What follows belongs to an exercise in optimizing a design on an open flow for small area; a production flow would make more cautious choices.
Function was not checked in any run shown here: the RTL went through the layout flow alone.
Power is estimated from default activity; no workload was simulated.

### flow/flow/run.sh
#!/bin/bash
# The standard layout (the standard.sh, unchanged synthesis), except:
# - the input and output ports are buffered with the smallest buffer, buf_1,
#   instead of the resizer's default choice;
# - clock tree synthesis inserts no dummy loads (extra inverters hung on the
#   clock nets only to balance them).
set -euo pipefail
export BUFFER_PORTS_ARGS="-buffer_cell sky130_fd_sc_hd__buf_1"
export CTS_ARGS="-sink_clustering_enable -repair_clock_nets -buf_list sky130_fd_sc_hd__clkbuf_8 -dont_use_dummy_load"
bash standard.sh > standard.log 2>&1
### flow/standard.sh
#!/bin/bash
# synth_recipe.tcl (not shown) runs the flow's synth.tcl, then flattens the netlist and writes it again
# the make line also repeats each setting of config.mk as NAME=value (left out here)
make -C /OpenROAD-flow-scripts/flow DESIGN_CONFIG=/design/flow/config.mk WORK_HOME=/design/flow/orfs CLKGATE_MAP_FILE= SYNTH_SCRIPT=/design/flow/synth_recipe.tcl "${@:-finish}"
### flow/config.mk
export PLATFORM = sky130hd
export DESIGN_NAME = kirin_cpu
export DESIGN_NICKNAME = kirin_cpu
export VERILOG_FILES = /design/flow/design.v
export SDC_FILE = /design/flow/constraint.sdc
export NUM_CORES = 4
export LEC_CHECK = 0
export CAP_MARGIN = 20
export CORE_MARGIN = 2
export CORE_UTILIZATION = 75
export CTS_BUF_LIST = sky130_fd_sc_hd__clkbuf_8
export SLEW_MARGIN = 20
### flow/constraint.sdc
create_clock -name core_clock -period 6.0 [get_ports {clk}]
set_input_delay 1.2000 -clock core_clock [delete_from_list [all_inputs] [get_ports {clk}]]
set_output_delay 1.2000 -clock core_clock [all_outputs]
set_load 0.01 [all_outputs]
### flow/design.v
module add_seg #(parameter W = 16, parameter B = 4) (
	input [W-1:0] a,
	input [W-1:0] b,
	input ci,
	output [W-1:0] s
);
localparam NB = (W + B - 1) / B;
wire [W:0] c;
wire [NB:0] bc;               
assign bc[0] = ci;
genvar k, j;
generate
	for (k = 0; k < NB - 1; k = k + 1) begin : blk
		wire [B:0] gg;            
		wire [B:0] pp;            
		assign gg[0] = 1'b0;
		assign pp[0] = 1'b1;
		for (j = 0; j < B; j = j + 1) begin : bt
			assign gg[j+1] = a[k*B+j] & b[k*B+j] | (a[k*B+j] | b[k*B+j]) & gg[j];
			assign pp[j+1] = (a[k*B+j] | b[k*B+j]) & pp[j];
		end
		assign bc[k+1] = gg[B] | pp[B] & bc[k];
	end
	for (k = 0; k < W; k = k + 1) begin : bits
		wire cin = (k % B == 0) ? bc[k / B] : c[k];
		assign s[k] = a[k] ^ b[k] ^ cin;
		assign c[k+1] = a[k] & b[k] | a[k] & cin | b[k] & cin;
	end
endgenerate
endmodule
module inc #(parameter W = 12) (
	input [W-1:0] a,
	output [W-1:0] s,
	output co
);
wire [W:0] c;
assign c[0] = 1'b1;
genvar k;
generate
	for (k = 0; k < W; k = k + 1) begin : bits
		assign s[k] = a[k] ^ c[k];
		assign c[k+1] = a[k] & c[k];
	end
endgenerate
assign co = c[W];
endmodule
module dec #(parameter W = 12) (
	input [W-1:0] a,
	output [W-1:0] s
);
wire [W:0] b;
assign b[0] = 1'b1;
genvar k;
generate
	for (k = 0; k < W; k = k + 1) begin : bits
		assign s[k] = a[k] ^ b[k];
		assign b[k+1] = ~a[k] & b[k];
	end
endgenerate
endmodule
module LCG(
    input CLK,
    input rst,
    input LCG_sig,
    input [11:0] number,
    output reg [15:0] sum,
    output reg Ready
);
reg [15:0] N;
reg fN, fS;
reg [1:0] c;       
reg [8:0] i;
wire step = c[1];
wire [15:0] q = ({16{c[0]}} & {N[14:0], 1'b0}) | ({16{step}} & sum);
wire [15:0] s;
add_seg #(.W(16), .B(8)) add(.a(N), .b(q), .ci(~c[1] & ~c[0]), .s(s));
wire [8:0] i1;
wire i1c;
inc #(.W(9)) inci(.a(i), .s(i1), .co(i1c));
wire hit = {2'b0, i1c, i1} == number;      
always @(posedge CLK)
begin
	if (rst)
	begin
		c <= 2'd0;
		N <= 16'd7573;     
		fN <= 1'b1;
		fS <= 1'b0;
		sum <= 16'd0;
		i <= 9'd0;
		Ready <= 1'b0;
	end
	else
	begin
		c <= {c[0], ~c[1] & ~c[0]};
		N <= step ? (N | {16{~fN}}) : s;
		if (step)
		begin
			sum <= fS ? s : 16'd0;
			fN <= LCG_sig;
			fS <= LCG_sig;
			i <= LCG_sig ? (hit ? i : i1) : 9'd0;
			Ready <= hit;
		end
	end
end
endmodule
module kirin_cpu(
	input clk,
	input rst,
	input [15:0] mem_rdata,
	output [11:0] mem_addr,
	output [15:0] mem_wdata,
	output mem_we,
	input [15:0] fib_rdata,
	output [11:0] fib_addr,
	output [15:0] fib_wdata,
	output fib_we,
	output [15:0] acc_out,
	output [15:0] lcg_sum
);
reg e1, e2;                  
wire fetch = ~e1 & ~e2;
reg [11:0] IR;               
reg [1:0] irc;               
reg [11:0] PC;
reg [15:0] ACC;
reg count_en;                
reg lkl_rdy;
reg [15:0] num1;             
reg [15:0] num2;
reg [11:0] fa;               
reg [2:0] st;
reg D;                       
reg wren;
reg [11:0] bsf;
wire LCG_Ready;
wire fready;
wire [3:0] op = count_en ? 4'hD : mem_rdata[15:12];
wire oLDA = op == 4'h0, oSTA = op == 4'h1, oADD = op == 4'h2, oSUB = op == 4'h3;
wire oJMP = op == 4'h4, oJMI = op == 4'h5, oJEQ = op == 4'h6;
wire oLDI = op == 4'h8, oLSL = op == 4'h9, oLSR = op == 4'hA, oFIB = op == 4'hB;
wire oLCG = op == 4'hC, oLKL = op == 4'hD;
wire EQ = ACC == 16'd0;
wire MI = ACC[15];
wire LCG_sig = e1 & oLCG;
wire LKL_sig = e1 & oLKL;
wire fib_act = e1 & oFIB;
wire Loop = e1 & (oFIB & ~fready | oLCG & ~LCG_Ready | oLKL & ~lkl_rdy);
wire Extra = oLDA | oADD | oSUB | oFIB | oLKL;
wire sload = e1 & (oJMP | oJMI & MI | oJEQ & EQ);
wire cnt_en = e2 | e1 & (oSTA | oJMI & ~MI | oJEQ & ~EQ | oLDI | oLSR | oLSL | oLCG & LCG_Ready);
wire [11:0] operand = mem_rdata[11:0];
wire [11:0] prev = num1[11:0];
wire match = count_en & (IR[11:8] == mem_rdata[15:12]);
wire [11:0] lkl_addr = match ? prev : count_en ? mem_rdata[11:0] : {4'b0, mem_rdata[7:0]};
wire sel_op = e1 & (oLDA | oSTA | oADD | oSUB | oJMP | oJEQ & EQ | oJMI & MI);
assign mem_addr = LKL_sig ? lkl_addr : sel_op ? operand : PC;
assign mem_we = e1 & oSTA | e2 & (irc == 2'd3);
assign mem_wdata = ACC;
assign acc_out = ACC;
wire dsub = e2 & (irc == 2'd0);
wire [15:0] fib_a, fib_b;
wire [15:0] addsub;
wire lda2 = e2 & (irc == 2'd2);
add_seg #(.W(16), .B(4)) add(.a(e1 ? fib_a : lda2 ? 16'd0 : ACC), .b(e1 ? fib_b : mem_rdata ^ {16{dsub}}), .ci(~e1 & dsub), .s(addsub));
wire fa_run = e1 & (st != 3'd0);
wire [11:0] inc_o;
wire inc_c;
inc #(.W(12)) inc12(.a(fa_run ? fa : fib_act ? ~bsf : PC), .s(inc_o), .co(inc_c));
wire [11:0] pc1 = inc_o;
always @(posedge clk)
begin
	if (rst)
	begin
		e1 <= 1'b0;
		e2 <= 1'b0;
		PC <= 12'd0;
		ACC <= 16'd0;
	end
	else
	begin
		e1 <= fetch | Loop;
		e2 <= e1 & Extra & ~Loop;
		if (sload)
			PC <= operand;
		else if (cnt_en)
			PC <= pc1;
		if (e1)
		begin
			if (oLDI)
				ACC <= {4'b0, mem_rdata[11:0]};
			else if (oLSR)
				ACC <= {1'b0, ACC[15:1]};
			else if (oLSL)
				ACC <= {ACC[14:0], 1'b0};
		end
		else if (e2)
		begin
			case (irc)
			2'd2, 2'd1: ACC <= addsub;
			2'd0: ACC <= lkl_rdy ? {4'b0, prev} : addsub;
			default: ;
			endcase
		end
	end
end
always @(posedge clk)
begin
	if (e1 & ~count_en)
	begin
		IR <= mem_rdata[11:0];
		irc <= {~(mem_rdata[15] ^ mem_rdata[13]), mem_rdata[13] & (mem_rdata[15] | ~mem_rdata[12])};
	end
	count_en <= LKL_sig;
	lkl_rdy <= LKL_sig & match;
end
LCG lcg(
	.CLK(clk), .rst(rst), .LCG_sig(LCG_sig),
	.number((e1 & ~count_en) ? mem_rdata[11:0] : IR),
	.sum(lcg_sum), .Ready(LCG_Ready)
);
localparam [2:0] IDLE = 3'd0, S1 = 3'd1, S2 = 3'd2, S3 = 3'd3, SF = 3'd4, SG = 3'd5, DONE = 3'd6;
wire [15:0] number = fib_rdata;
wire bsf0 = bsf == 12'd0;
wire n0 = operand == 12'd0;
wire [11:0] fa1;
assign fa1 = inc_o;
wire [11:0] bsfm1 = ~inc_o;
wire caseA = operand <= bsf;
wire hit1 = fa1 == operand;
wire loop0 = st == S1;                
wire st_num = st == S2 | st == S3 | st == SF;
assign fib_a = {num1[15:1], num1[0] | st == S2};
assign fib_b = st_num ? number : num2;
wire [15:0] sum = addsub;
assign fready = st == DONE;
assign fib_addr = fa;
assign fib_wdata = num2;
assign fib_we = wren;
always @(posedge clk)
begin
	if (LKL_sig)
	begin
		if (~match)
			num1 <= {4'b0, mem_rdata[11:0]};
		num2 <= 16'd1;
		fa <= 12'd0;
		st <= IDLE;
		wren <= 1'b0;
	end
	else if (~fib_act)
	begin
		num1 <= 16'd0;
		num2 <= 16'd1;
		fa <= 12'd0;
		st <= IDLE;
		wren <= 1'b0;
	end
	else if (caseA)
	begin
		st <= DONE;
		if (bsf0)
		begin
			wren <= 1'b1;
			fa <= 12'd0;
		end
		else
		begin
			wren <= 1'b0;
			fa <= operand;
			if (st == IDLE & ~n0)
				st <= SG;                 
		end
	end
	else if (bsf0)
	begin
		wren <= 1'b1;
		if (loop0 & hit1)
		begin
			st <= SG;                     
			bsf <= operand;
			fa <= operand;
		end
		else
		begin
			fa <= loop0 ? fa1 : fa;
			st <= S1;
			num2 <= sum;
			num1 <= num2;
		end
	end
	else
	begin
		case (st)
		IDLE: begin
			wren <= 1'b0;
			fa <= bsfm1;
			st <= S1;
		end
		S1: begin
			wren <= 1'b0;
			fa <= fa1;
			D <= hit1;
			st <= S2;
		end
		S2: begin
			wren <= 1'b0;
			num1 <= number;
			num2 <= sum;
			st <= S3;
		end
		S3: begin
			wren <= 1'b1;
			num1 <= num2;
			num2 <= sum;
			fa <= fa1;
			D <= hit1;
			st <= SF;
		end
		default: begin
			wren <= 1'b1;
			if (D)
			begin
				fa <= operand;
				bsf <= operand;
				st <= DONE;
				if (st == SF)
					num2 <= num1;
			end
			else
			begin
				if (st != SF)
					num1 <= num2;
				num2 <= sum;
				fa <= fa1;
				D <= hit1;
				st <= SG;
			end
		end
		endcase
	end
	if (rst)
	begin
		num2 <= 16'd1;
		fa <= 12'd0;
		wren <= 1'b1;
		bsf <= 12'd0;
	end
end
endmodule
==> flow_metrics.tcl, run 1 <==
set metrics [dict create \
    grt_util_met3_pct 12.8 \
    drive_gt1_share_pct 7.82 \
    placed_area_um2 11600 \
    maxCapViolCount 0 \
    clockRootBuffer "clkbuf_8" \
    num_rows 44 \
    cts.sinks 153 \
    synth_top_cell_area_share_pct 24.1 \
    vias_per_cell 6.92 \
    hold_depth 2 \
    synth_top_area_cell "dfxtp_1" \
    grt.overflow.total 0 \
    syn_area_um2 11100 \
    yosys_warnings 2 \
    post_cts_buffers 0 \
    ctsResizeCount 0 \
    syn2layout_area_growth_pct 6.83 \
    ys_seq_elements 153 \
    grt_max_degree 44 \
    ys_types 76 \
    fillers 951 \
    wl_um 34700 \
    worstRegToRegCells 20 \
    ir_drop_uv 205 \
    clk_latency_ps 460 \
    power.share.clock_pct 21.9 \
    initial_core_util_pct 76.7 \
    pwr-share-comb_pct 33.2 \
    io_pins 124 \
    clk_pin_slew_ps 70 \
    arrival_ps 5800 \
    grt_use_met2_pct 68.3 \
    grt_use_total_pct 43.0 \
    status "no timing/DRC/antenna violations" \
    h-tree-depth 4 \
    p_int_uw 1740 \
    powerDensity_nw_per_um2 228 \
    hold_viol 0 \
    synthArstFlopShare_pct 0 \
    antenna_found_initial 1 \
    groute.layer.met1.usage_pct 53.2 \
    final_cell_area_um2 11900 \
    power.switching_uw 971 \
    vias 11000 \
    gp_congestion 1.01 \
    switching_share_pct 35.8 \
    grt_pass1_vias 10300 \
    slew_headroom_pct 24.8 \
    slew_viol_final 0 \
    cts_tree "built" \
    synth_ff_type "dfxtp_1" \
    wl_per_cell_um 21.8 \
    crit_type "primary input to flip-flop" \
    coreArea_um2 14500 \
    die_h_um 126 \
    hold_class "flip-flop to flip-flop" \
    port_buffers 123 \
    ant_nets 0 \
    detail_route.first_pass.iterations 6 \
    synth_common_cells "141 x nand2_1, 134 x dfxtp_1, 127 x nor2_1" \
    nets 1541 \
    dr.first_iter.drc_count 1565 \
    seqPwrFrac_pct 44.9 \
    worstMarginPinSlew_ps 1120 \
    cts.path.max_buffers 2 \
    timing.fmax_mhz 174 \
    power_leakage_uw 0.00498 \
    hold_buffers 0 \
    setup_violations 0 \
    cp_max_fo 16 \
    avgSynthCellArea_um2 8.29 \
    ys_seq_area_share_pct 29.2 \
    worstPathRequired_ps 6050 \
    die_w_um 126 \
    yosysMostFrequentCell "nand2_1" \
    grt-busiest-layer "met2" \
    crit_path_start_kind "primary input" \
    syn-num-nets 1477 \
    fin_crit_ps 5740 \
    numCtsBuffers 17 \
    dieArea_um2 15800 \
    netlist_top_cells_area "dfxtp_1 24%, ha_1 8.2%, mux2i_1 6.5%" \
    skew_ps 38.8 \
    synth_edf_count 19 \
    drc 0 \
    rsz0062_at_grt "no" \
    utilization_pct 81.9 \
    grt_pass1_wl_um 53700 \
    cp-end-kind "flip-flop" \
    period_share_pct 95.7 \
    synthCells 1344 \
    detailed_place_hpwl_um 25000 \
]
## worst max-delay path, stage by stage
cell and delay (ps):
buf_1 110, nor3b_4 360, nand2_1 210, a21oi_1 210, o21ai_0 100, ha_1 220
ha_1 200, ha_1 210, ha_1 210, ha_1 210, ha_1 200, ha_1 200
ha_1 200, ha_1 200, ha_1 320, xor2_1 200, nor4_2 70, nand4_1 110
mux2i_2 110, and3_1 240, o32ai_4 720
## sequential cells by signal, indices dropped and copies added (netlist names), 2 cells and up
signal,cells
num2,16
lcg.N,16
bsf,12
lcg.c,2
num1,16
lcg.sum,16
IR,12
ACC,16
lcg.i,9
st,3
irc,2
fa,12
PC,12
## power groups by stage
stage / registers (uW) / clock network, uW / logic (uW)
finish: 1220 / 593 / 900
CTS: 1220 / 591 / 878
global route: 1230 / 622 / 990
detailed placement: 1240 / 0 / 864
global placement: 1240 / 0 / 836
floorplan: 1210 / 0 / 660
## worst paths after layout
path / start / end / slack (ps)
min: IR[10] / IR[10] / 480
min reg2reg: IR[10] / IR[10] / 480
max: mem_rdata[14] / num1[12] / 260
max reg2reg: st[1] / num1[12] / 560
## layout by cell type (no fill, tap or decap), types with 4 or more instances in the layout
master	synthesis	layout
nand2_1	141	141
dfxtp_1	134	133
nor2_1	127	127
buf_1	13	122
inv_1	85	85
a21oi_1	83	82
ha_1	73	73
mux2i_1	72	71
o21ai_0	70	70
buf_4	20	41
a211oi_1	34	34
a22oi_1	33	33
o22ai_1	32	32
xor2_1	31	31
fa_1	26	26
mux2_2	24	24
nand3_1	23	23
nor4_1	21	20
edfxtp_1	19	19
xnor2_1	19	19
nor3_1	18	18
a22o_1	17	17
clkbuf_8	0	17
o211ai_1	12	12
a222oi_1	11	11
nor2b_1	9	9
a21o_1	9	9
a32o_1	9	9
nand2b_1	7	7
and2_1	6	6
nand4_1	6	6
and3_1	6	5
a221oi_1	5	5
a31o_2	4	4
o41ai_1	4	4
a31oi_1	4	4
## routing by layer
metal | vias to the layer above | wire (um)
met5 | - | 0
met4 | 0 | 2060
met3 | 204 | 4760
met2 | 814 | 15600
met1 | 5099 | 12300
li1 | 4898 | -
## kinds of logic after synthesis
group                      count (synthesis)  share of synthesized area (%)
xor gates and xnor gates                  51                           4.13
DFF                                      153                           29.2
adders and majority gates                 99                           12.9
AOI/OAI and AO/OA                        362                           22.1
and+or+nand+nor                          375                           14.8
muxes                                     97                           9.03
buffers and inverters                    207                           7.86
## per-stage QoR
stage / TNS (ps) / total power [uW] / instances / hold WS [ps] / setup WS, ps
2_1_floorplan: 0 / 1870 / 1344 / 442 / 96.5
3_3_place_gp: 0 / 2070 / 1573 / 452 / 110
4_1_cts: 0 / 2690 / 1590 / 479 / 323
3_5_place_dp: -1540 / 2100 / 1573 / 461 / -89.1
5_1_grt: 0 / 2850 / 1590 / 498 / 9.67
6_report: 0 / 2710 / 1591 / 483 / 256
## final cells by class
| type | instances | area, um^2 | area share (%) |
|---|---|---|---|
| repair buffers | 165 | 791 | 6.64 |
| clock buffers | 17 | 234 | 1.97 |
| multi-input cells | 984 | 7060 | 59.3 |
| inverters | 87 | 327 | 2.74 |
| diodes | 1 | 2.50 | 0.0210 |
| well taps | 184 | 230 | 1.93 |
| flip-flops and latches | 153 | 3250 | 27.3 |
==> run 2, diff against run 1 <==
--- a/flow/design.v
+++ b/flow/design.v
@@ -165,8 +165,6 @@
 wire lda2 = e2 & (irc == 2'd2);
-add_seg #(.W(16), .B(4)) add(.a(e1 ? fib_a : lda2 ? 16'd0 : ACC), .b(e1 ? fib_b : mem_rdata ^ {16{dsub}}), .ci(~e1 & dsub), .s(addsub));
-wire fa_run = e1 & (st != 3'd0);
-wire [11:0] inc_o;
-wire inc_c;
-inc #(.W(12)) inc12(.a(fa_run ? fa : fib_act ? ~bsf : PC), .s(inc_o), .co(inc_c));
-wire [11:0] pc1 = inc_o;
+add_seg #(.W(16), .B(4)) add(.a(e1 ? fib_a : lda2 ? 16'd0 : ACC), .b(e1 ? fib_b : mem_rdata ^ {16{dsub}}), .ci(e1 ? idle : dsub), .s(addsub));
+wire [11:0] pc1;
+wire pc1c;
+inc #(.W(12)) pc_inc(.a(PC), .s(pc1), .co(pc1c));
 always @(posedge clk)
@@ -222,3 +220,3 @@
 );
-localparam [2:0] IDLE = 3'd0, S1 = 3'd1, S2 = 3'd2, S3 = 3'd3, SF = 3'd4, SG = 3'd5, DONE = 3'd6;
+localparam [2:0] IDLE = 3'd0, S1 = 3'd1, S2 = 3'd2, S3 = 3'd3, SF = 3'd4, SG = 3'd5, DONE = 3'd6, WAIT = 3'd7;
 wire [15:0] number = fib_rdata;
@@ -227,5 +225,8 @@
 wire [11:0] fa1;
-assign fa1 = inc_o;
-wire [11:0] bsfm1 = ~inc_o;
-wire caseA = operand <= bsf;
+wire fa1c;
+inc #(.W(12)) fa_inc(.a(fa), .s(fa1), .co(fa1c));
+wire [11:0] bsfm1;
+dec #(.W(12)) bsf_dec(.a(bsf), .s(bsfm1));
+wire idle = st == IDLE;
+wire caseA = idle ? addsub[12] : (st == DONE | st == WAIT);
 wire hit1 = fa1 == operand;
@@ -233,4 +234,4 @@
 wire st_num = st == S2 | st == S3 | st == SF;
-assign fib_a = {num1[15:1], num1[0] | st == S2};
-assign fib_b = st_num ? number : num2;
+assign fib_a = {num1[15:1], num1[0] | st == S2} | {4'b0, bsf & {12{idle}}};
+assign fib_b = idle ? {4'b0, ~operand} : st_num ? number : num2;
 wire [15:0] sum = addsub;
@@ -272,3 +273,3 @@
 			if (st == IDLE & ~n0)
-				st <= SG;                 
+				st <= WAIT;               
 		end
@@ -280,3 +281,3 @@
 		begin
-			st <= SG;                     
+			st <= WAIT;                   
 			bsf <= operand;
@@ -288,3 +289,4 @@
 			st <= S1;
-			num2 <= sum;
+			if (loop0)
+				num2 <= sum;              
 			num1 <= num2;
==> flow/flow/run.sh (replaced) <==
#!/bin/bash
# The standard layout (the standard.sh, unchanged synthesis), except that
# the input and output ports are buffered with the smallest buffer, buf_1,
# instead of the resizer's default choice.
set -euo pipefail
export BUFFER_PORTS_ARGS="-buffer_cell sky130_fd_sc_hd__buf_1"
bash standard.sh > standard.log 2>&1
--- a/flow/config.mk
+++ b/flow/config.mk
@@ -9,4 +9,5 @@
 export CORE_MARGIN = 2
-export CORE_UTILIZATION = 75
+export CORE_UTILIZATION = 40
 export CTS_BUF_LIST = sky130_fd_sc_hd__clkbuf_8
+export CTS_CLUSTER_SIZE = 10
 export SLEW_MARGIN = 20
==> run 2 against run 1 <==
Compared with the run above: sequential share of layout area decreased by 0.57 points; synthesized cell count decreased by 2.1%; final cell count increased by 9.6%; hold slack got worse by 27 ps; routed wire length increased by 6.2%; critical path depth decreased by 1; sequential power about the same; total power increased by 5.5%; clock skew decreased by 15 ps; die area increased by 83%; global-route usage decreased by 17 points; critical path type is now flip-flop to flip-flop; critical endpoint is now ACC[11]; largest power group unchanged.
==> flow_metrics.tcl, run 2 <==
set metrics [dict create \
    status "no timing/DRC/antenna violations" \
    gp_congestion 0.995 \
    initial_core_util_pct 40.9 \
    seqCellArea_um2 3250 \
    cp_common_cell "fa_1" \
    min_from "IR[7]" \
    crit_type "flip-flop to flip-flop" \
    io_pins 124 \
    min_to "IR[7]" \
    wl_per_cell_um 21.1 \
    worstMarginPinSlew_ps 1030 \
    cpMaxStageDelayCell "dfxtp_1" \
    avgSynthCellArea_um2 8.40 \
    synth_edf_count 19 \
    final_cell_mix "144 x nor2_1, 133 x dfxtp_1, 122 x buf_1" \
    multi_input_area_um2 6950 \
    yosysMostFrequentCell "nor2_1" \
    fin_tns_setup_ps 0 \
    numCtsBuffers 17 \
    antenna_found_initial 0 \
    wl_um 36900 \
    cp-end-kind "flip-flop" \
    die_w_um 170 \
    layout_commonest_cell "nor2_1" \
    yosys_warnings 2 \
    drive_gt1_share_pct 7.56 \
    synthCells 1316 \
    slew_headroom_pct 30.9 \
    diodes 0 \
    dp_cells 1712 \
    h-tree-depth 4 \
    period_share_pct 87.9 \
    cts.path.max_buffers 2 \
    setup_violations 0 \
    worstPathRequired_ps 6390 \
    grt_pass1_wl_um 57400 \
    ant_nets 0 \
    hold_class "flip-flop to flip-flop" \
    port_buffers 123 \
    worstRegToRegCells 20 \
    num_rows 60 \
    grt_use_total_pct 25.6 \
    vias_per_cell 5.88 \
    syn2layout_area_growth_pct 9.90 \
    stdcell_count 1744 \
    detailed_place_hpwl_um 27200 \
    clk_pin_slew_ps 110 \
    timing.fmax_mhz 190 \
    synth_top_area_cell "dfxtp_1" \
    cp_num_buf_inv 3 \
    crit_path_max_incr_delay_ps 700 \
    ctsResizeCount 0 \
    critPathTopFamily "adder cells" \
    ys_types 81 \
    grt_max_degree 57 \
    arrival_ps 5660 \
    cp_max_fo 17 \
    maxCapViolCount 0 \
    ys_seq_area_share_pct 29.4 \
    drc 0 \
    hold_buffers 0 \
    rsz0062_at_grt "no" \
    fillers 2724 \
    grt.overflow.total 0 \
    ir_drop_uv 131 \
    cts_tree "built" \
    skew_ps 24.2 \
    netlist_top_cells_area "dfxtp_1 24%, ha_1 9.2%, mux2i_1 7.2%" \
    coreArea_um2 27000 \
    ys_seq_elements 153 \
    grt_pass1_vias 9867 \
    nets 1531 \
    hold_depth 2 \
    synth_ff_type "dfxtp_1" \
    vias 10200 \
    cts.sinks 153 \
    syn_area_um2 11100 \
    dr.first_iter.drc_count 989 \
    post_cts_buffers 0 \
    power_leakage_uw 0.00515 \
    reg2reg_setup_slack_ps 730 \
    crit_chain "nor2_1 > a21oi_2 > buf_4 > mux2i_1 > o221ai_1 > inv_1 > ha_1 > inv_1 > a21oi_1 > nor2_1 > nor3_1 > o21bai_1 > a21bo_2 > fa_1 > fa_1 > fa_1 > xnor2_1 > a21oi_1 > o21ai_0 > a211oi_1" \
    place_ws_ps 803 \
    crit-reg2reg-launch "st[0]" \
    layout_setup_ws_ps 729 \
    hold_viol 0 \
    crit_path_start_kind "flip-flop" \
    powerDensity_nw_per_um2 235 \
    synth_top_cell_area_share_pct 24.3 \
    clk_latency_ps 470 \
    die_h_um 170 \
    detail_route.first_pass.iterations 5 \
    clockRootBuffer "clkbuf_8" \
    r2r-end "ACC[11]" \
    slew_viol_final 0 \
    dieArea_um2 29000 \
    synth_common_cells "144 x nor2_1, 134 x dfxtp_1, 115 x nand2_1" \
    synthArstFlopShare_pct 0 \
    syn-num-nets 1457 \
    fin_crit_ps 5270 \
]
-- run 2: stage by stage --
step / utilization [%] / total power, uW / hold WS (ps) / cell area, um^2
finish: 45.0 / 2860 / 457 / 12200
global route: 45.0 / 3030 / 485 / 12200
CTS: 45.0 / 2870 / 461 / 12200
detailed placement: 43.4 / 2010 / 446 / 11700
global placement: 43.4 / 2000 / 447 / 11700
floorplan: - / 1780 / 436 / 11100
-- run 2: where the power goes --
part           switching (uW)  total, uW  internal (uW)
clock network             475        863            388
registers                87.7       1200           1110
logic                     478        801            324
total                    1040       2860           1820
-- run 2: kinds of logic after synthesis --
logic type      synth area share (%)
xor+xnor                        3.53
mux                             8.44
buf+inv                         7.83
fa+ha+maj                       13.9
compound gates                  22.5
simple gates                    14.5
flops                           29.4
-- run 2: final cells by class --
class | instances | area share, %
multi-input combinational | 961 | 57.2
sequential | 153 | 26.8
timing repair buffer | 162 | 6.22
tap | 341 | 3.51
inverter | 95 | 2.93
clock buffer | 17 | 1.93
clock inverter | 15 | 1.46
-- run 2: metal layers --
layer | GRT usage [%] | share of wire [%]
met3 | 4.74 | 7.4
met2 | 39.7 | 44
met5 | 0 | 0
met4 | 8.21 | 2.3
met1 | 36.0 | 46
-- run 2: worst register-to-register path, delay by kind of cell (launching register included) --
kind / cells / cell delay (ps)
buffers and inverters: 3 / 490
AND/OR/NAND/NOR: 3 / 540
XOR/XNOR: 1 / 170
adder cells (fa/ha/maj): 4 / 1590
flip-flops: 1 / 700
AO/OA/AOI/OAI: 8 / 1470
multiplexers: 1 / 240
-- run 2: worst max-delay path by stage --
stage,startpoint,endpoint,cells after the start
after floorplan,mem_rdata[9],num1[0],12
after global placement,st[1],num2[15],22
after detailed placement,st[1],ACC[11],20
after CTS,st[0],ACC[11],20
after global routing,st[0],num2[15],22
final,st[0],ACC[11],20

[static timing again, ports no longer ideal]
The flow's constraints put no driver on any port. The routed layouts listed below were extracted and timed again, unchanged, in two steps. Step 1 sets driving cells, clkbuf_16 on the clock port and buf_2 on the other inputs (assumed; they add their load-dependent delay and slew). Step 2 also shifts input and output timing later by t, the mid clock arrival at the registers, as if the neighbouring blocks saw the same clock. Slacks: no drivers / after step 1 / after step 2; pairs: no drivers / after step 1.
| run | t, ns | setup slack, ns | worst slew at a driven data input, ns |
|---|---|---|---|
| run 1 | 0.488 | 0.256 / 0.273 / -0.214 | 0.05 |
| run 2 | 0.508 | 0.729 / 0.729 / 0.729 | 0.07 |
Met with ideal ports but missed after step 2: setup timing in run 1. The setup slack of run 1, which loses most, moves by +0.017 ns with the drivers and by -0.470 ns with both steps.
